From an optimization exercise on the open Yosys and OpenROAD flow, aimed at small area; shortcuts taken in it are not production practice.
In this exercise RTL edits were held to simulation tests only and were not proved equivalent to the original.
No activity file was given, so power comes from the tool's default toggle rates.

$ cat flow/config.mk
export PLATFORM = sky130hd
export DESIGN_NAME = riscy_core
export DESIGN_NICKNAME = riscy_core
export VERILOG_FILES = /design/flow/design.v
export SDC_FILE = /design/flow/constraint.sdc
export NUM_CORES = 4
export LEC_CHECK = 0
export CAP_MARGIN = 20
export CORE_MARGIN = 2
export CORE_UTILIZATION = 40
export SLEW_MARGIN = 20
$ cat flow/constraint.sdc
create_clock -name core_clock -period 11.0 [get_ports {clk}]
set_input_delay 2.2000 -clock core_clock [delete_from_list [all_inputs] [get_ports {clk}]]
set_output_delay 2.2000 -clock core_clock [all_outputs]
set_load 0.01 [all_outputs]
$ cat flow/design.v
module control_unit
(
    input [31:0] instr_in,
    output reg valid_out,
    output reg rs1_read_out,
    output reg rs2_read_out,
    output reg [6:0] imm_out,
    output reg [6:0] alu_op_out,
    output reg [2:0] alu_sub_sra_out,
    output reg [3:0] alu_src1_out,             
    output reg [3:0] alu_src2_out,            
    output reg rd_write_out,
    output reg mem_read_out,
    output reg mem_write_out,
    output reg [3:0] mem_width_out,
    output reg mem_zero_extend_out,  
    output reg [3:0] branch_op_out
  );
 always @* begin
      valid_out = 0;
      rs1_read_out = 0;
      rs2_read_out = 0;
      imm_out = 7'b0;
      alu_op_out = 7'b0;
      alu_sub_sra_out = 3'b0;
      alu_src1_out = 4'b0;
      alu_src2_out = 4'b0;
      rd_write_out = 0;
      mem_read_out = 0;
      mem_write_out = 0;
      mem_width_out = 4'b0;
      mem_zero_extend_out = 1'b0;
      branch_op_out = 4'b0000;
 casez (instr_in)
  32'b???????_?????_?????_000_?????_0010011  : begin
                 valid_out = 0;
                 rs1_read_out = 1;
                 imm_out = 7'b0010011;
                 alu_op_out = 7'b0010011;
                 alu_sub_sra_out = 0;
                 alu_src1_out = 4'b0000;
                 alu_src2_out = 4'b0101;
                 rd_write_out = 1;
             end
  32'b???????_?????_?????_010_?????_0010011: begin
                 valid_out = 0;
                 rs1_read_out = 1;
                 imm_out = 7'b0010011;
                 alu_op_out = 7'b0010011;
                 alu_sub_sra_out = 1;
                 alu_src1_out = 4'b0000;
                 alu_src2_out = 4'b0101;
                 rd_write_out = 1;
             end
  32'b???????_?????_?????_011_?????_0010011: begin
                 valid_out = 0;
                 rs1_read_out = 1;
                 imm_out = 7'b0010011;
                 alu_op_out = 7'b0010011;
                 alu_sub_sra_out = 1;
                 alu_src1_out = 4'b0000;
                 alu_src2_out = 4'b0101;
                 rd_write_out = 1;
             end
  32'b???????_?????_?????_100_?????_0010011: begin
                 valid_out = 0;
                 rs1_read_out = 1;
                 imm_out = 7'b0010011;
                 alu_op_out = 7'b0010011;
                 alu_src1_out = 4'b0000;
                 alu_src2_out = 4'b0101;
                 rd_write_out = 1;
             end
  32'b???????_?????_?????_110_?????_0010011: begin
                 valid_out = 0;
                 rs1_read_out = 1;
                 imm_out = 7'b0010011;
                 alu_op_out = 7'b0010011;
                 alu_src1_out = 4'b0000;
                 alu_src2_out = 4'b0101;
                 rd_write_out = 1;
             end
  32'b???????_?????_?????_111_?????_0010011: begin
                 valid_out = 0;
                 rs1_read_out = 1;
                 imm_out = 7'b0010011;
                 alu_op_out = 7'b0010011;
                 alu_src1_out = 4'b0000;
                 alu_src2_out = 4'b0101;
                 rd_write_out = 1;
             end
  32'b0000000_?????_?????_001_?????_0010011: begin
                 valid_out = 0;
                 rs1_read_out = 1;
                 imm_out = 7'b0010011;
                 alu_op_out = 7'b0010011;
                 alu_src1_out = 4'b0000;
                 alu_src2_out = 4'b0101;
                 rd_write_out = 1;
             end
  32'b0000000_?????_?????_101_?????_0010011: begin
                 valid_out = 0;
                 rs1_read_out = 1;
                 imm_out = 7'b0010011;
                 alu_op_out = 7'b0010011;
                 alu_sub_sra_out = 0;
                 alu_src1_out = 4'b0000;
                 alu_src2_out = 4'b0101;
                 rd_write_out = 1;
             end
  32'b0100000_?????_?????_101_?????_0010011: begin
                 valid_out = 0;
                 rs1_read_out = 1;
                 imm_out = 7'b0010011;
                 alu_op_out = 7'b0010011;
                 alu_sub_sra_out = 1;
                 alu_src1_out = 4'b0000;
                 alu_src2_out = 4'b0101;
                 rd_write_out = 1;
             end
  32'b0000000_?????_?????_000_?????_0110011  : begin
                 valid_out = 0;
                 rs1_read_out = 1;
                 rs2_read_out = 1;
                 alu_op_out = 7'b0110011;
                 alu_sub_sra_out = 0;
                 alu_src1_out = 4'b0000;
                 alu_src2_out = 4'b0000;
                 rd_write_out = 1;
             end
  32'b0100000_?????_?????_000_?????_0110011: begin
                 valid_out = 0;
                 rs1_read_out = 1;
                 rs2_read_out = 1;
                 alu_op_out = 7'b0110011;
                 alu_sub_sra_out = 1;
                 alu_src1_out = 4'b0000;
                 alu_src2_out = 4'b0000;
                 rd_write_out = 1;
             end
  32'b0000000_?????_?????_001_?????_0110011: begin
                 valid_out = 0;
                 rs1_read_out = 1;
                 rs2_read_out = 1;
                 alu_op_out = 7'b0110011;
                 alu_src1_out = 4'b0000;
                 alu_src2_out = 4'b0000;
                 rd_write_out = 1;
             end
  32'b0000000_?????_?????_010_?????_0110011: begin
                 valid_out = 0;
                 rs1_read_out = 1;
                 rs2_read_out = 1;
                 alu_op_out = 7'b0110011;
                 alu_sub_sra_out = 1;
                 alu_src1_out = 4'b0000;
                 alu_src2_out = 4'b0000;
                 rd_write_out = 1;
             end
  32'b0000000_?????_?????_011_?????_0110011: begin
                 valid_out = 0;
                 rs1_read_out = 1;
                 rs2_read_out = 1;
                 alu_op_out = 7'b0110011;
                 alu_sub_sra_out = 1;
                 alu_src1_out = 4'b0000;
                 alu_src2_out = 4'b0000;
                 rd_write_out = 1;
             end
  32'b0000000_?????_?????_100_?????_0110011: begin
                 valid_out = 0;
                 rs1_read_out = 1;
                 rs2_read_out = 1;
                 alu_op_out =  7'b0110011;
                 alu_src1_out = 4'b0000;
                 alu_src2_out = 4'b0000;
                 rd_write_out = 1;
             end
  32'b0000000_?????_?????_101_?????_0110011: begin
                 valid_out = 0;
                 rs1_read_out = 1;
                 rs2_read_out = 1;
                 alu_op_out = 7'b0110011;
                 alu_sub_sra_out = 0;
                 alu_src1_out = 4'b0000;
                 alu_src2_out = 4'b0000;
                 rd_write_out = 1;
             end
  32'b0100000_?????_?????_101_?????_0110011: begin
                 valid_out = 0;
                 rs1_read_out = 1;
                 rs2_read_out = 1;
                 alu_op_out = 7'b0110011;
                 alu_sub_sra_out = 1;
                 alu_src1_out = 4'b0000;
                 alu_src2_out = 4'b0000;
                 rd_write_out = 1;
             end
  32'b0000000_?????_?????_110_?????_0110011: begin
                 valid_out = 0;
                 rs1_read_out = 1;
                 rs2_read_out = 1;
                 alu_op_out = 7'b0110011;
                 alu_src1_out = 4'b0000;
                 alu_src2_out = 4'b0000;
                 rd_write_out = 1;
             end
  32'b0000000_?????_?????_111_?????_0110011: begin
                 valid_out = 0;
                 rs1_read_out = 1;
                 rs2_read_out = 1;
                 alu_op_out = 7'b0110011;
                 alu_src1_out = 4'b0000;
                 alu_src2_out = 4'b0000;
                 rd_write_out = 1;
             end
   32'b???????_?????_?????_???_?????_0110111  : begin
                 valid_out = 0;
                 imm_out = 7'b0110111;
                 alu_op_out = 7'b0110111;
                 alu_sub_sra_out = 0;
                 alu_src1_out = 4'b1010;  
                 alu_src2_out = 4'b0101;  
                 rd_write_out = 1;
             end
   32'b???????_?????_?????_???_?????_0010111  : begin
                 valid_out = 0;
                 imm_out = 7'b0110111;
                 alu_op_out = 7'b0110111;
                 alu_sub_sra_out = 0;
                 alu_src1_out = 4'b0101;  
                 alu_src2_out = 4'b0101;  
                 rd_write_out = 1;
             end
    32'b???????_?????_?????_???_?????_1101111  : begin
                 valid_out = 0;
                 imm_out = 7'b1101111;
                 alu_op_out = 7'b1101111;
                 alu_sub_sra_out = 0;
                 alu_src1_out = 4'b0101;  
                 alu_src2_out = 4'b1010;  
                 branch_op_out = 4'b1111;
                 rd_write_out = 1;
             end
     32'b???????_?????_?????_000_?????_1100111  : begin
                 valid_out = 0;
                 rs1_read_out = 1;
                 imm_out = 7'b1101111;
                 alu_op_out = 7'b1101111;
                 alu_sub_sra_out = 0;
                 alu_src1_out = 4'b0101;  
                 alu_src2_out = 4'b1010;  
                 branch_op_out = 4'b1111;
                 rd_write_out = 1;
             end
      32'b???????_?????_?????_000_?????_1100011  : begin
                 valid_out = 0;
                 rs1_read_out = 1;
                 rs2_read_out = 1;
                 imm_out = 7'b1100011;
                 alu_op_out = 7'b1100011;
                 alu_sub_sra_out = 1;
                 alu_src1_out = 4'b0000;  
                 alu_src2_out = 4'b0000;  
                 branch_op_out = 4'b0101;
             end
      32'b???????_?????_?????_001_?????_1100011: begin
                 valid_out = 0;
                 rs1_read_out = 1;
                 rs2_read_out = 1;
                 imm_out = 7'b1100011;
                 alu_op_out = 7'b1100011;
                 alu_sub_sra_out = 1;
                 alu_src1_out = 4'b0000;  
                 alu_src2_out = 4'b0000;  
                 branch_op_out = 4'b1010;
             end
      32'b???????_?????_?????_100_?????_1100011: begin
                 valid_out = 0;
                 rs1_read_out = 1;
                 rs2_read_out = 1;
                 imm_out = 7'b1100011;
                 alu_op_out = 7'b1100011;
                 alu_sub_sra_out = 1;
                 alu_src1_out = 4'b0000;  
                 alu_src2_out = 4'b0000;  
                 branch_op_out = 4'b1010;
             end
      32'b???????_?????_?????_101_?????_1100011: begin
                 valid_out = 0;
                 rs1_read_out = 1;
                 rs2_read_out = 1;
                 imm_out = 7'b1100011;
                 alu_op_out = 7'b1100011;
                 alu_sub_sra_out = 1;
                 alu_src1_out = 4'b0000;  
                 alu_src2_out = 4'b0000;  
                 branch_op_out = 4'b0101;
             end
      32'b???????_?????_?????_110_?????_1100011: begin
                 valid_out = 0;
                 rs1_read_out = 1;
                 rs2_read_out = 1;
                 imm_out = 7'b1100011;
                 alu_op_out = 7'b1100011;
                 alu_sub_sra_out = 1;
                 alu_src1_out = 4'b0000;  
                 alu_src2_out = 4'b0000;  
                 branch_op_out = 4'b1010;
             end
      32'b???????_?????_?????_111_?????_1100011: begin
                 valid_out = 0;
                 rs1_read_out = 1;
                 rs2_read_out = 1;
                 imm_out = 7'b1100011;
                 alu_op_out = 7'b1100011;
                 alu_sub_sra_out = 1;
                 alu_src1_out = 4'b0000;  
                 alu_src2_out = 4'b0000;  
                 branch_op_out = 4'b0101;
             end
      32'b???????_?????_?????_000_?????_0000011  : begin
                 valid_out = 1;
                 rs1_read_out = 1;
                 imm_out = 7'b0000011;
                 alu_op_out = 7'b0000011;
                 alu_sub_sra_out = 0;
                 alu_src1_out = 4'b0000;  
                 alu_src2_out =  4'b0101;  
                 mem_read_out = 1;
                 mem_width_out = 4'b1010;
                 mem_zero_extend_out = 0;
                 rd_write_out = 1;
             end
      32'b???????_?????_?????_001_?????_0000011: begin
                 valid_out = 1;
                 rs1_read_out = 1;
                 imm_out = 7'b0000011;
                 alu_op_out = 7'b0000011;
                 alu_sub_sra_out = 0;
                 alu_src1_out = 4'b0000;  
                 alu_src2_out =  4'b0101;  
                 mem_read_out = 1;
                 mem_width_out = 4'b0101;
                 mem_zero_extend_out = 0;
                 rd_write_out = 1;
             end
      32'b???????_?????_?????_010_?????_0000011: begin
                 valid_out = 1;
                 rs1_read_out = 1;
                 imm_out = 7'b0000011;
                 alu_op_out = 7'b0000011;
                 alu_sub_sra_out = 0;
                 alu_src1_out = 4'b0000;  
                 alu_src2_out =  4'b0101;  
                 mem_read_out = 1;
                 mem_width_out = 4'b0000;
                 rd_write_out = 1;
             end
      32'b???????_?????_?????_100_?????_0000011: begin
                 valid_out = 1;
                 rs1_read_out = 1;
                 imm_out = 7'b0000011;
                 alu_op_out = 7'b0000011;
                 alu_sub_sra_out = 0;
                 alu_src1_out = 4'b0000;  
                 alu_src2_out =  4'b0101;  
                 mem_read_out = 1;
                 mem_width_out = 4'b1010;
                 mem_zero_extend_out = 1;
                 rd_write_out = 1;
             end
      32'b???????_?????_?????_101_?????_0000011: begin
                 valid_out = 1;
                 rs1_read_out = 1;
                 imm_out = 7'b0000011;
                 alu_op_out = 7'b0000011;
                 alu_sub_sra_out = 0;
                 alu_src1_out = 4'b0000;  
                 alu_src2_out =  4'b0101;  
                 mem_read_out = 1;
                 mem_width_out = 4'b0101;
                 mem_zero_extend_out = 1;
                 rd_write_out = 1;
             end
      32'b???????_?????_?????_000_?????_0100011  : begin
                 valid_out = 1;
                 rs1_read_out = 1;
                 rs2_read_out = 1;
                 imm_out = 7'b0100011;
                 alu_op_out = 7'b0100011;
                 alu_sub_sra_out = 0;
                 alu_src1_out = 4'b0000;  
                 alu_src2_out =  4'b0101;  
                 mem_write_out = 1;
                 mem_width_out = 4'b1010;
             end
      32'b???????_?????_?????_001_?????_0100011: begin
                 valid_out = 1;
                 rs1_read_out = 1;
                 rs2_read_out = 1;
                 imm_out = 7'b0100011;
                 alu_op_out = 7'b0100011;
                 alu_sub_sra_out = 0;
                 alu_src1_out = 4'b0000;  
                 alu_src2_out =  4'b0101;  
                 mem_write_out = 1;
                 mem_width_out = 4'b0101;
             end
      32'b???????_?????_?????_010_?????_0100011: begin
                 valid_out = 1;
                 rs1_read_out = 1;
                 rs2_read_out = 1;
                 imm_out = 7'b0100011;
                 alu_op_out = 7'b0100011;
                 alu_sub_sra_out = 0;
                 alu_src1_out = 4'b0000;  
                 alu_src2_out =  4'b0101;  
                 mem_write_out = 1;
                 mem_width_out = 4'b0000;
             end
      32'b???????_?????_00000_???_00000_0000000: begin
                            valid_out = 0;
                            rs1_read_out = 1;
                            imm_out = 7'b0000000;
                            alu_op_out = 7'b0010011;
                            alu_sub_sra_out = 0;
                            alu_src1_out = 4'b0000;
                            alu_src2_out = 4'b0101;
                            rd_write_out = 1;
                  end
             endcase
         end
     endmodule
module immediat (
    input [6:0] imm_in,
    input [31:0] instr_in,
    output reg [31:0] imm_value_out
);
    wire [31:0] imm_i;
    wire [31:0] imm_i_ld;
    wire [31:0] imm_u;
    wire [31:0] imm_b;
    wire [31:0] imm_j;
    wire [31:0] imm_s;
    assign imm_i = instr_in[31:20];
    assign imm_u = instr_in[31:12];
    assign imm_b = {instr_in[7], instr_in[30:25], instr_in[11:8], instr_in[31]};
    assign imm_j = instr_in[31:12];
    assign imm_s = {instr_in[31:25], instr_in[11:7]};
    always @* begin
        case (imm_in)
            7'b0010011:     imm_value_out = imm_i;
            7'b0000011:     imm_value_out = imm_i;
            7'b0110111:        imm_value_out = imm_u;
            7'b1100011:        imm_value_out = imm_b;
            7'b1101111:        imm_value_out = imm_j;
            7'b0100011:        imm_value_out = imm_s;
            7'b0000000:      imm_value_out = 32'b0;
            default:        imm_value_out = 32'b0;
        endcase
    end
endmodule
module regs(
  input req,
  input rs_read,
  input [4:0] rs1_in,
  input [4:0] rs2_in,
  input [4:0] rd_in,
  input rd_write_in,
  input [31:0] rd_value_in,
  output reg [31:0] rs1_value_out,
  output reg [31:0] rs2_value_out
);
  reg [31:0] regs [31:0];
  always @(posedge req)
  begin
      if (!rs_read) begin
          rs1_value_out <= regs[rs1_in];
          rs2_value_out <= regs[rs2_in];
      end
      if (!rd_write_in)
          regs[rd_in] <= rd_value_in;
  end
endmodule
module decode (
   input req,
   input reset,
   input rs_read,
   input [4:0] rd_in,
   input rd_write_in,
   input [31:0] rd_value_in,
   input [31:0] instr_in,
   input [31:0] pc_in_dec,
   output reg [31:0] pc_out_dec,
   output reg valid_out,
   output reg [2:0] funct3_out,         
   output reg [6:0] funct7_out,        
   output reg [6:0] alu_op_out,
   output reg alu_sub_sra_out,    
   output reg [4:0] rd_out,
   output reg rd_write_out,
   output reg [31:0] rs1_value_out,            
   output reg [31:0] rs2_value_out,           
   output reg [31:0] imm_value_out           
);
    wire [4:0] rs2;
    wire [4:0] rs1;
    wire [4:0] rd;
    logic [2:0] funct3;
    wire [6:0] funct7;
    assign rs2 = instr_in[24:20];
    assign rs1 = instr_in[19:15];
    assign rd  = instr_in[11:7];
    assign funct7 = instr_in[31:25];
    always @ ( * ) begin
      if (instr_in[6:0] == 7'b0000000) funct3 = 3'b0;
      else funct3 = instr_in[14:12];
    end
    reg [31:0] rs1_v_out;
    reg [31:0] rs2_v_out;
    regs regs (
        .req(req),
        .rs_read(rs_read),
        .rs1_in(rs1),
        .rs2_in(rs2),
        .rd_in(rd_in),
        .rd_write_in(rd_write_in),
        .rd_value_in(rd_value_in),
        .rs1_value_out(rs1_v_out),
        .rs2_value_out(rs2_v_out)
    );
    reg valid;
    wire rs1_read;
    wire rs2_read;
    reg [6:0] imm;
    reg [6:0] alu_op;
    reg [2:0] alu_sub_sra;
    reg [3:0] alu_src1;
    reg [3:0] alu_src2;
    reg rd_write;
    reg mem_read;
    reg mem_write;
    reg [3:0] mem_width;
    reg mem_zero_extend;
    reg [3:0] branch_op;
    reg branch_pc_src;
    control_unit control_unit (
        .instr_in(instr_in),
        .valid_out(valid),
        .rs1_read_out(rs1_read),
        .rs2_read_out(rs2_read),
        .imm_out(imm),
        .alu_op_out(alu_op),
        .alu_sub_sra_out(alu_sub_sra),
        .alu_src1_out(alu_src1),
        .alu_src2_out(alu_src2),
        .rd_write_out(rd_write), 
        .mem_read_out(mem_read), 
        .mem_write_out(mem_write), 
        .mem_width_out(mem_width), 
        .mem_zero_extend_out(mem_zero_extend),
        .branch_op_out(branch_op)
    );
    reg [31:0] imm_value;
    immediat immediat (
        .imm_in(imm),
        .instr_in(instr_in),
        .imm_value_out(imm_value)
    );
    always @ ( * ) begin
    rs1_value_out = rs1_v_out;
    rs2_value_out = rs2_v_out;
    end
    always_ff @(posedge req) begin
        if (reset) begin
            pc_out_dec <= 32'b0;
            valid_out <= 0;
            alu_op_out <= 7'b0;
            alu_sub_sra_out <= 1'b0;
            rd_out <= 5'b0;
            rd_write_out <= 0;
            imm_value_out <= 32'b0;
            funct3_out <= 3'b0;
            funct7_out <= 7'b0;
        end
        else if (!rs_read) begin
            pc_out_dec <= pc_in_dec;
            valid_out <= valid;
            alu_op_out <= alu_op;
            alu_sub_sra_out <= alu_sub_sra[0];
            rd_out <= rd;
            rd_write_out <= rd_write;
            imm_value_out <= imm_value;
            funct3_out <= funct3;
            funct7_out <= funct7;
        end
    end
endmodule
module alu(
  input [6:0] opcode_in,
  input [2:0] funct3,
  input [6:0] funct7,
  input [31:0] rs1_value_in,
  input [31:0] rs2_value_in,
  input [31:0] imm_value_in,
  output wire non_zero_out,
  output reg [31:0] result_out
  );
  reg [31:0] src1;
  reg [31:0] src2;
  wire src1_sign;
  wire src2_sign;
  wire [4:0] shift;
  wire [31:0] srl_sra;
  wire [32:0] add_sub;
  wire sub_or_sra;
  assign sub_or_sra = (funct7 == 7'h20 || imm_value_in[11:5] == 7'h20)? 1'b0 : 1'b1;
  wire carry;
  wire sign;
  wire ovf;
  wire lt;
  wire ltu;
  always @* begin  
        src1 = 32'b0;
        src2 = 32'b0;
        case (opcode_in)
            7'b0110011:  begin
                      src1 = rs1_value_in;
                      src2 = rs2_value_in;
                      end
            7'b0010011, 7'b0000011, 7'b0100011: begin
                                      src1 = rs1_value_in;
                                      src2 = imm_value_in;
                                      end
        endcase
  end
  assign src1_sign = src1[31];
  assign src2_sign = src2[31];
  assign shift = src2[4:0];
  assign add_sub = sub_or_sra ? src1 + src2 : src1 - src2;
  assign srl_sra = (opcode_in == 7'b0110011)? ($signed({sub_or_sra ? 1'b1 : src1_sign , src1}) >>> src2) : ($signed({sub_or_sra ? 1'b1 : src1_sign , src1}) >>> shift);
  assign carry = add_sub[32];
  assign sign  = add_sub[31];
  assign ovf   = (!src1_sign && src2_sign && sign) || (src1_sign && !src2_sign && !sign);
  assign lt  = sign != ovf;
  assign ltu = carry;
    always @* begin
      result_out = 32'b0;
      case (opcode_in)
        7'b0110011:
          case (funct3)
            3'b000: result_out = add_sub[31:0];  
            3'b100: result_out = src1 ^ src2;    
            3'b110: result_out = src1 | src2;    
            3'b111: result_out = src1 & src2;    
            3'b001: result_out = src1 << src2;   
            3'b101: result_out = srl_sra;        
            3'b010: result_out = {31'b0, lt};    
            3'b011: result_out = {31'b0, ltu};   
          endcase
        7'b0010011:
          case (funct3)
            3'b000: result_out = add_sub[31:0];  
            3'b100: result_out = src1 ^ src2;    
            3'b110: result_out = src1 | src2;    
            3'b111: result_out = src1 & src2;    
            3'b001: result_out = src1 << src2;   
            3'b101: result_out = srl_sra;        
            3'b010: result_out = {31'b0, lt};    
            3'b011: result_out = {31'b0, ltu};   
          endcase
        7'b0000011 , 7'b0100011:
              result_out = add_sub[31:0];  
      endcase
    end
    assign non_zero_out = |result_out;
endmodule
module branch_pc (
    input [6:0] opcode,
    input [31:0] pc_in,
    input funct3,
    input [31:0] rs1_value_in,
    input [31:0] rs2_value_in,
    input [31:0] imm_value_in,
    output reg [31:0] pc_out,
    output reg branch_mispredicted_out
);
    reg branch;
    always @(*) begin
      branch_mispredicted_out = 1'b0;
      pc_out = 32'b0;
      branch = 0;
      if (opcode == 7'b1100011) begin
        case(funct3)
          000: branch = (rs1_value_in == rs2_value_in) ? 1 : 0;       
          001: branch = (rs1_value_in != rs2_value_in) ? 1 : 0;       
          100: branch = (rs1_value_in < rs2_value_in) ? 1 : 0;        
          101: branch = (rs1_value_in >= rs2_value_in) ? 1 : 0;       
          110: branch = (rs1_value_in < rs2_value_in) ? 1 : 0;        
          111: branch = (rs1_value_in >= rs2_value_in) ? 1 : 0;       
          default:       branch = 0;
        endcase
      end
      if (branch == 1 || opcode == 7'b1101111 ) begin pc_out = pc_in + imm_value_in;
                                                            branch_mispredicted_out = 1;
                                                    end
      if (opcode == 7'b1100111) begin
                                        pc_out = rs1_value_in + imm_value_in;
                                        branch_mispredicted_out = 1;
                                        end
    end
endmodule
module execute(
  input req,
  input stall_in,
  input [6:0] alu_opcode_in,
  input [2:0] alu_funct3,
  input [6:0] alu_funct7,
  input [31:0] rs1_value_in,
  input [31:0] rs2_value_in,
  input [31:0] imm_value_in,
  input [31:0] pc_co_in,
  input [4:0] rd_in,
  input rd_write_in,
  output reg rd_write,
  output reg [4:0] rd_out,
  output reg alu_non_zero_out,
  output reg [31:0] result_out,
  output reg [31:0] lsu_out,
  output reg [31:0] branch_pc_out,
  output reg branch_mispredicted_out
  );
  reg [31:0] rs1_value;  
  reg [31:0] rs2_value;  
  reg alu_non_zero;
  reg [31:0] alu_result;
  alu alu(
    .opcode_in(alu_opcode_in),
    .funct3(alu_funct3),
    .funct7(alu_funct7),
    .rs1_value_in(rs1_value_in),
    .rs2_value_in(rs2_value_in),
    .imm_value_in(imm_value_in),
    .non_zero_out(alu_non_zero),
    .result_out(alu_result)
    );
    reg [31:0] branch_pc;
    branch_pc branch (
        .opcode(alu_opcode_in),
        .pc_in(pc_co_in),
        .funct3(alu_funct3),
        .rs1_value_in(rs1_value_in),
        .rs2_value_in(rs2_value_in),
        .imm_value_in(imm_value_in),
        .pc_out(branch_pc_out),
        .branch_mispredicted_out(branch_mispredicted_out)
    );
    always @ ( * ) begin
          lsu_out = alu_result;
    end
   always @(posedge req) begin
      if(!stall_in) begin
      rd_write <= !rd_write_in;
      result_out <= alu_result;
      rd_out <= rd_in;
      alu_non_zero_out <= alu_non_zero;
      end
      else rd_write <= 1'b1;
    end
endmodule
module fetch(
input req,
input reset,
input instr_rvalid_in,
input [31:0] instr_rdata_in,
input branch_mispredicted_in,  
input [31:0] pc_in,
output reg instr_req_out,
output reg [31:0] instr_addr_out,
output wire instr_read_out,
output reg [31:0] instr_out,
output reg [31:0] pc_out
);
reg [31:0] next_pc;
wire [31:0] pc;
assign pc = branch_mispredicted_in ? pc_in : next_pc;
always @ (*) begin
  instr_addr_out = pc;
end
assign instr_read_out = instr_rvalid_in;
always_ff @ (posedge req) begin
  if (instr_rvalid_in)begin
    instr_out <= instr_rdata_in;
    next_pc <= pc + 1'b1;
    pc_out <= pc;
  end
  if (reset)  begin
    next_pc <= 0;
    instr_out <= 32'h0000000f;  
    pc_out <= 32'b0;
  end
  instr_req_out <= !reset;
end
endmodule
module lsu(
  input req,
  input [6:0] opcode_in,
  input [2:0] funct3,
  input [4:0] rd_in_lsu,
  input mem_valid,
  input [31:0] data_add_in,
  input [31:0] mem_wdata_in,
  input data_rvalid,
  input [31:0] data_rdata_in,
  output reg [31:0] data_add_o,
  output reg [31:0] data_wdata_o,
  output reg [3:0] data_be_o,
  output reg data_we_o,
  output reg data_req_o,
  output reg rd_write,
  output reg [4:0] rd_out_lsu,
  output reg [31:0] mem_data_out
  );
  wire [2:0] add_req ;
  assign add_req = data_add_in % 4;
  reg [2:0] funct;
  reg [2:0] add;
  reg [4:0] rd_in_data;
  always @(posedge req) begin
    rd_in_data <= rd_in_lsu;
    if (mem_valid && opcode_in == 7'b0000011) begin
      funct <= funct3;
      add <= add_req;
    end
  end
  always @ ( * ) begin
    data_req_o = 0;
    data_we_o = 1'b0;
    data_be_o = 4'b0;
    mem_data_out = 32'b0;
    rd_write = 1'b1;
    rd_out_lsu = rd_in_data;
    data_add_o = data_add_in;
    data_wdata_o = mem_wdata_in;
    if (data_rvalid) begin
              case (funct)
                3'b000:   begin
                          case (add)
                                0:  mem_data_out = {{24{data_rdata_in[7]}},data_rdata_in[7:0]};
                                1:  mem_data_out = {{24{data_rdata_in[15]}},data_rdata_in[15:7]};
                                2:  mem_data_out = {{24{data_rdata_in[23]}},data_rdata_in[23:16]};
                                3:  mem_data_out = {{24{data_rdata_in[31]}},data_rdata_in[31:24]};
                          endcase
                          end
                3'b001:   begin
                          case (add)
                                0:  mem_data_out = {{16{data_rdata_in[15]}},data_rdata_in[15:0]};
                                2:  mem_data_out = {{16{data_rdata_in[31]}},data_rdata_in[31:16]};
                          endcase
                          end
                3'b010:   mem_data_out = data_rdata_in;
                3'b100:   begin
                          case (add)
                                0:  mem_data_out = {{24{1'b0}},data_rdata_in[7:0]};
                                1:  mem_data_out = {{24{1'b0}},data_rdata_in[15:7]};
                                2:  mem_data_out = {{24{1'b0}},data_rdata_in[23:16]};
                                3:  mem_data_out = {{24{1'b0}},data_rdata_in[31:24]};
                          endcase
                          end
                3'b101:   begin
                          case (add)
                                0:  mem_data_out = {{16{1'b0}},data_rdata_in[15:0]};
                                2:  mem_data_out = {{16{1'b0}},data_rdata_in[31:16]};
                          endcase
                          end
              endcase
              rd_write = 0;
              rd_out_lsu = rd_in_data;
    end
    if (mem_valid) begin
      data_req_o = 1;
      case (opcode_in)
        7'b0000011: begin
          data_we_o = 0;
          end
        7'b0100011:  begin
          data_we_o = 1;
          case (funct3)
            3'b000:   begin
                      case (add_req)
                            0:  data_be_o = 4'b1000;
                            1:  data_be_o = 4'b1001;
                            2:  data_be_o = 4'b1010;
                            3:  data_be_o = 4'b1100;
                      endcase
                      end
            3'b001:   begin
                      case (add_req)
                            0:  data_be_o = 4'b0010;
                            2:  data_be_o = 4'b0011;
                      endcase
                      end
            3'b010:   data_be_o = 4'b0001;
          endcase
        end
      endcase
    end
  end
endmodule
module riscy_core (
  input clk,
  input rst,
  output instr_req_o,
  output [31:0] instr_addr_o,
  input instr_rvalid_i,
  input [31:0] instr_rdata_i,
  output data_req_o,
  output data_we_o,
  output [3:0] data_be_o,
  output [31:0] data_addr_o,
  output [31:0] data_wdata_o,
  input data_rvalid_i,
  input [31:0] data_rdata_i,
  output rf_we_o,
  output [4:0] rf_waddr_o,
  output [31:0] rf_wdata_o
);
  wire [31:0] instr, pc, pc_dec, branch_pc, lsu_addr;
  wire [31:0] rs1, rs2, imm, ex_result, mem_data;
  wire [2:0] funct3;
  wire [6:0] funct7, opcode;
  wire [4:0] rd_dec, ex_rd, lsu_rd;
  wire br, rvalid, valid_dec, sub_sra, rd_write_dec, ex_rd_write, lsu_rd_write, non_zero;
  wire rd_write_n = data_rvalid_i ? lsu_rd_write : ex_rd_write;
  wire [4:0] rd_w = data_rvalid_i ? lsu_rd : ex_rd;
  wire [31:0] rd_value = data_rvalid_i ? mem_data : ex_result;
  assign rf_we_o = !rd_write_n;
  assign rf_waddr_o = rd_w;
  assign rf_wdata_o = rd_value;
  fetch fetch (
    .req(clk),
    .reset(rst),
    .instr_rvalid_in(instr_rvalid_i),
    .instr_rdata_in(instr_rdata_i),
    .branch_mispredicted_in(br),
    .pc_in(branch_pc),
    .instr_req_out(instr_req_o),
    .instr_addr_out(instr_addr_o),
    .instr_read_out(rvalid),
    .instr_out(instr),
    .pc_out(pc)
  );
  decode deco (
    .req(clk),
    .reset(rst),
    .rs_read(!rvalid),
    .rd_in(rd_w),
    .rd_write_in(rd_write_n),
    .rd_value_in(rd_value),
    .instr_in(instr),
    .pc_in_dec(pc),
    .pc_out_dec(pc_dec),
    .valid_out(valid_dec),
    .funct3_out(funct3),
    .funct7_out(funct7),
    .alu_op_out(opcode),
    .alu_sub_sra_out(sub_sra),
    .rd_out(rd_dec),
    .rd_write_out(rd_write_dec),
    .rs1_value_out(rs1),
    .rs2_value_out(rs2),
    .imm_value_out(imm)
  );
  execute exec (
    .req(clk),
    .stall_in(valid_dec),
    .alu_opcode_in(opcode),
    .alu_funct3(funct3),
    .alu_funct7(funct7),
    .rs1_value_in(rs1),
    .rs2_value_in(rs2),
    .imm_value_in(imm),
    .pc_co_in(pc_dec),
    .rd_in(rd_dec),
    .rd_write_in(rd_write_dec),
    .rd_write(ex_rd_write),
    .rd_out(ex_rd),
    .alu_non_zero_out(non_zero),
    .result_out(ex_result),
    .lsu_out(lsu_addr),
    .branch_pc_out(branch_pc),
    .branch_mispredicted_out(br)
  );
  lsu lsu (
    .req(clk),
    .opcode_in(opcode),
    .funct3(funct3),
    .rd_in_lsu(rd_dec),
    .mem_valid(valid_dec),
    .data_add_in(lsu_addr),
    .mem_wdata_in(rs2),
    .data_rvalid(data_rvalid_i),
    .data_rdata_in(data_rdata_i),
    .data_add_o(data_addr_o),
    .data_wdata_o(data_wdata_o),
    .data_be_o(data_be_o),
    .data_we_o(data_we_o),
    .data_req_o(data_req_o),
    .rd_write(lsu_rd_write),
    .rd_out_lsu(lsu_rd),
    .mem_data_out(mem_data)
  );
endmodule
$ cat flow/run.sh
#!/bin/bash
# synth_recipe.tcl (not shown) runs the flow's synth.tcl, then flattens the netlist and writes it again
# the make line also repeats each setting of config.mk as NAME=value (left out here)
make -C /OpenROAD-flow-scripts/flow DESIGN_CONFIG=/design/flow/config.mk WORK_HOME=/design/flow/orfs CLKGATE_MAP_FILE= SYNTH_SCRIPT=/design/flow/synth_recipe.tcl finish
==> results.cfg <==
[status]
status = no timing/DRC/antenna violations

[cts]
clk_pin_slew_ns = 0.06
cts_tree = built
htree_levels = 4
numCtsBuffers = 142
clkSinkCount = 1308
ctsRootBufferMaster = clkbuf_16
clock_latency_ns = 0.82
cts_buffer_depth = 3
cts_setup_buffers = 0

[timing]
slew-limit-headroom = 0.193
timing.final.crit_share = 0.955
fin_crit_ns = 10.51
finalHoldViolations = 0
tightest_slew_ns = 1.18
setup_violations = 0
max_freq_mhz = 95.2
rsz0062_at_grt = false
fin_setup_tns_ns = 0
clock_skew_ns = 0.0605
maxSlewViolCount = 0

[detailed_routing]
drc = 0
dr_total_vias = 50169
drt-initial-drc-count = 6625
wl_per_cell_um = 35.2
firstDrtPassIters = 6
viasPerCell = 6.53
drt_wl_total_um = 270000
ant_nets = 0

[critical_path]
worstPathRequired_ns = 8.80
path_class = reg2out
max_stage_delay_ns = 0.77
crit_arrival_ns = 8.31
crit_path_top_delay_cell = o311ai_2
crit_fanout = 17
path_common_cell = nand2_1
cp-end-kind = output pin
worstPathCellList = buf_4 -> nand2_1 -> o311ai_2 -> and4_1 -> nor2b_1 -> and2_1 -> nand2_1 -> o21ai_0 -> a22oi_1 -> o22a_1 -> ha_1 -> and3_1 -> nand2_1 -> o21ai_0 -> mux2i_1 -> o31ai_1 -> a211oi_2 -> mux2i_1 -> a221o_1 -> and2_1 -> a2111oi_2 -> clkdlybuf4s50_1
cp-start-kind = register
path_buf_inv = 2
critPathTopFamily = compound AO/OA/AOI/OAI gates
regToRegStartpoint = deco.alu_op_out[5]
crit_start = deco.alu_op_out[5]

[logic_synthesis]
ys_warn_count = 10
synth_edf_count = 1130
ys_seq_area_frac = 0.527
synthDistinctLibCells = 102
synth-seq-cells = 1308
synth_area_mm2 = 0.0711
syn_area_per_cell_um2 = 14.0
async_flop_share = 0
synthCells = 5070
ys.flop_type = edfxtp_1
syn_nets = 5281

[die]
die_area_mm2 = 0.181
die_width_um = 426
core-area_mm2 = 0.176
start_util = 0.403
num_rows = 154
die_h_um = 426
boundaryPins = 209

[global_route]
grt_usage = 0.295
antenna_found_initial = 15
overflow = 0
grt_pass1_vias = 48325
grt_pass1_wl_um = 376000
grt_max_degree = 134

[job]
max-cap-violations = 0

[placed_design]
hpwlAfterDp_um = 178000
port_buffers = 208
gp_congestion = 1.00

[cells_and_area]
most-common-layout-cells = edfxtp_1, mux4_2, nor2_1
layout_commonest_cell = edfxtp_1
nFillCells = 15534
layout-drive-gt1-share = 0.231
nets = 5427
syn_to_final_growth_pct = 14.1
final_util = 0.460

[pwr]
power.density_mw_per_mm2 = 144
ir_worst_vdd_mv = 0.158
p_leak_uw = 0.0270

[worst_hold_path]
hold_start = deco.rd_out[4]
hold_path.class = reg2reg
-- registers in the layout (all words and copies together) (netlist names), 5 cells and up --
signal                   flops
fetch.pc_out                32
deco.regs.regs            1024
fetch.next_pc               32
fetch.instr_out             32
deco.rd_out                  5
deco.regs.rs2_value_out     32
deco.imm_value_out          20
deco.alu_op_out              6
lsu.rd_in_data               5
deco.funct7_out              7
exec.result_out             32
deco.pc_out_dec             32
deco.regs.rs1_value_out     32
exec.rd_out                  5
-- synthesized netlist by cell type (95+ instances only) --
library cell	instances	area share
clkbuf_1	249	0.013
nand2_1	291	0.015
mux2i_1	165	0.023
a21oi_1	279	0.020
o21ai_0	211	0.015
mux4_2	654	0.21
ha_1	140	0.025
buf_1	96	0.0051
dfxtp_1	178	0.050
xnor2_1	95	0.012
edfxtp_1	1130	0.48
inv_1	129	0.0068
nor2_1	438	0.023
-- path summary, 6_finish.rpt --
kind                            cells after the start  slack [ns]             endpoint
worst max-delay path                               22        0.49         data_be_o[1]
worst min-delay path                                0        0.37    lsu.rd_in_data[4]
worst max register to register                     20        4.01  exec.result_out[29]
worst min register to register                      0        0.37    lsu.rd_in_data[4]
-- final cells by class --
type	count	area, µm²	area share
well taps	2340	2930	0.0361
inverters	132	495	0.00611
clock buffers	183	3780	0.0466
diodes	6	15.0	0.000185
repair buffers	366	3310	0.0408
clock inverters	80	838	0.0103
flip-flops and latches	1308	37500	0.462
multi-input cells	3266	32300	0.397
-- where the power goes --
part	internal, µW	switching, µW	total (µW)
Clock	2650	2100	4750
Sequential	5470	176	5640
Combinational	580	737	1320
Total	8700	3010	11700
-- metal layers --
| metal | global-route usage | vias to the layer above | wire length (µm) |
|---|---|---|---|
| li1 | - | 20676 | - |
| met1 | 0.391 | 26039 | 104000 |
| met4 | 0.144 | 8 | 15500 |
| met5 | 0 | - | 57 |
| met2 | 0.466 | 2838 | 126000 |
| met3 | 0.0547 | 608 | 23800 |
-- what timing repair did --
item                                    4_1_cts  5_1_grt
resized for setup                             0        3
hold buffers                                  0        0
endpoints found under the setup margin        0        3
-- per-stage QoR --
| stage | hold WS (ns) | power (µW) | area, µm² | worst slack, ns | instances |
|---|---|---|---|---|---|
| finish | 0.373 | 11700 | 81200 | 0.491 | 7681 |
| global placement | 0.363 | 7030 | 76500 | 1.33 | 7411 |
| detailed placement | 0.366 | 7040 | 76500 | 1.15 | 7411 |
| global route | 0.389 | 12000 | 81100 | 0.129 | 7676 |
| CTS | 0.373 | 11800 | 81100 | 0.269 | 7674 |
| floorplan | 0.346 | 6460 | 71100 | 2.41 | 5070 |
-- logic make-up after synthesis --
family,Yosys count,synth area share
DFF,1308,0.527
AOI/OAI and AO/OA,989,0.0903
buffers and inverters,496,0.0267
xor gates and xnor gates,132,0.0164
muxes,890,0.242
and+or+nand+nor,1112,0.0725
adders and majority gates,143,0.0255
-- worst register-to-register path: cells and delay by family (launching register included) --
| family | cells | cell delay, ns |
|---|---|---|
| flip-flops | 1 | 0.49 |
| buffers and inverters | 1 | 0.29 |
| AND/OR/NAND/NOR | 10 | 2.95 |
| XOR/XNOR | 1 | 0.14 |
| AO/OA/AOI/OAI | 7 | 2.47 |
| adder cells (fa/ha/maj) | 1 | 0.34 |

-- what the ideal ports hide --
No port has a modelled driver above. Below, the same layout with a new extraction and two added sets of constraints.
Step 1 sets driving cells, clkbuf_16 on the clock port and buf_2 on the other inputs (assumed; they add their load-dependent delay and slew).
Step 2 also shifts input and output timing later by t, the mid clock arrival at the registers, as if the neighbouring blocks saw the same clock.
Three values: no drivers, after step 1, after step 2; two values: the first two.
shift t [ns]: 0.861
slack for setup (ns): 0.491 / 0.413 / 1.274
latest minus earliest clock arrival (ns): 0.068 / 0.068
worst slew at a driven data input, ns: 0.28
After both steps setup and hold are still met in this run. The setup slack of this run moves by -0.078 ns with the drivers and by +0.783 ns with both steps.
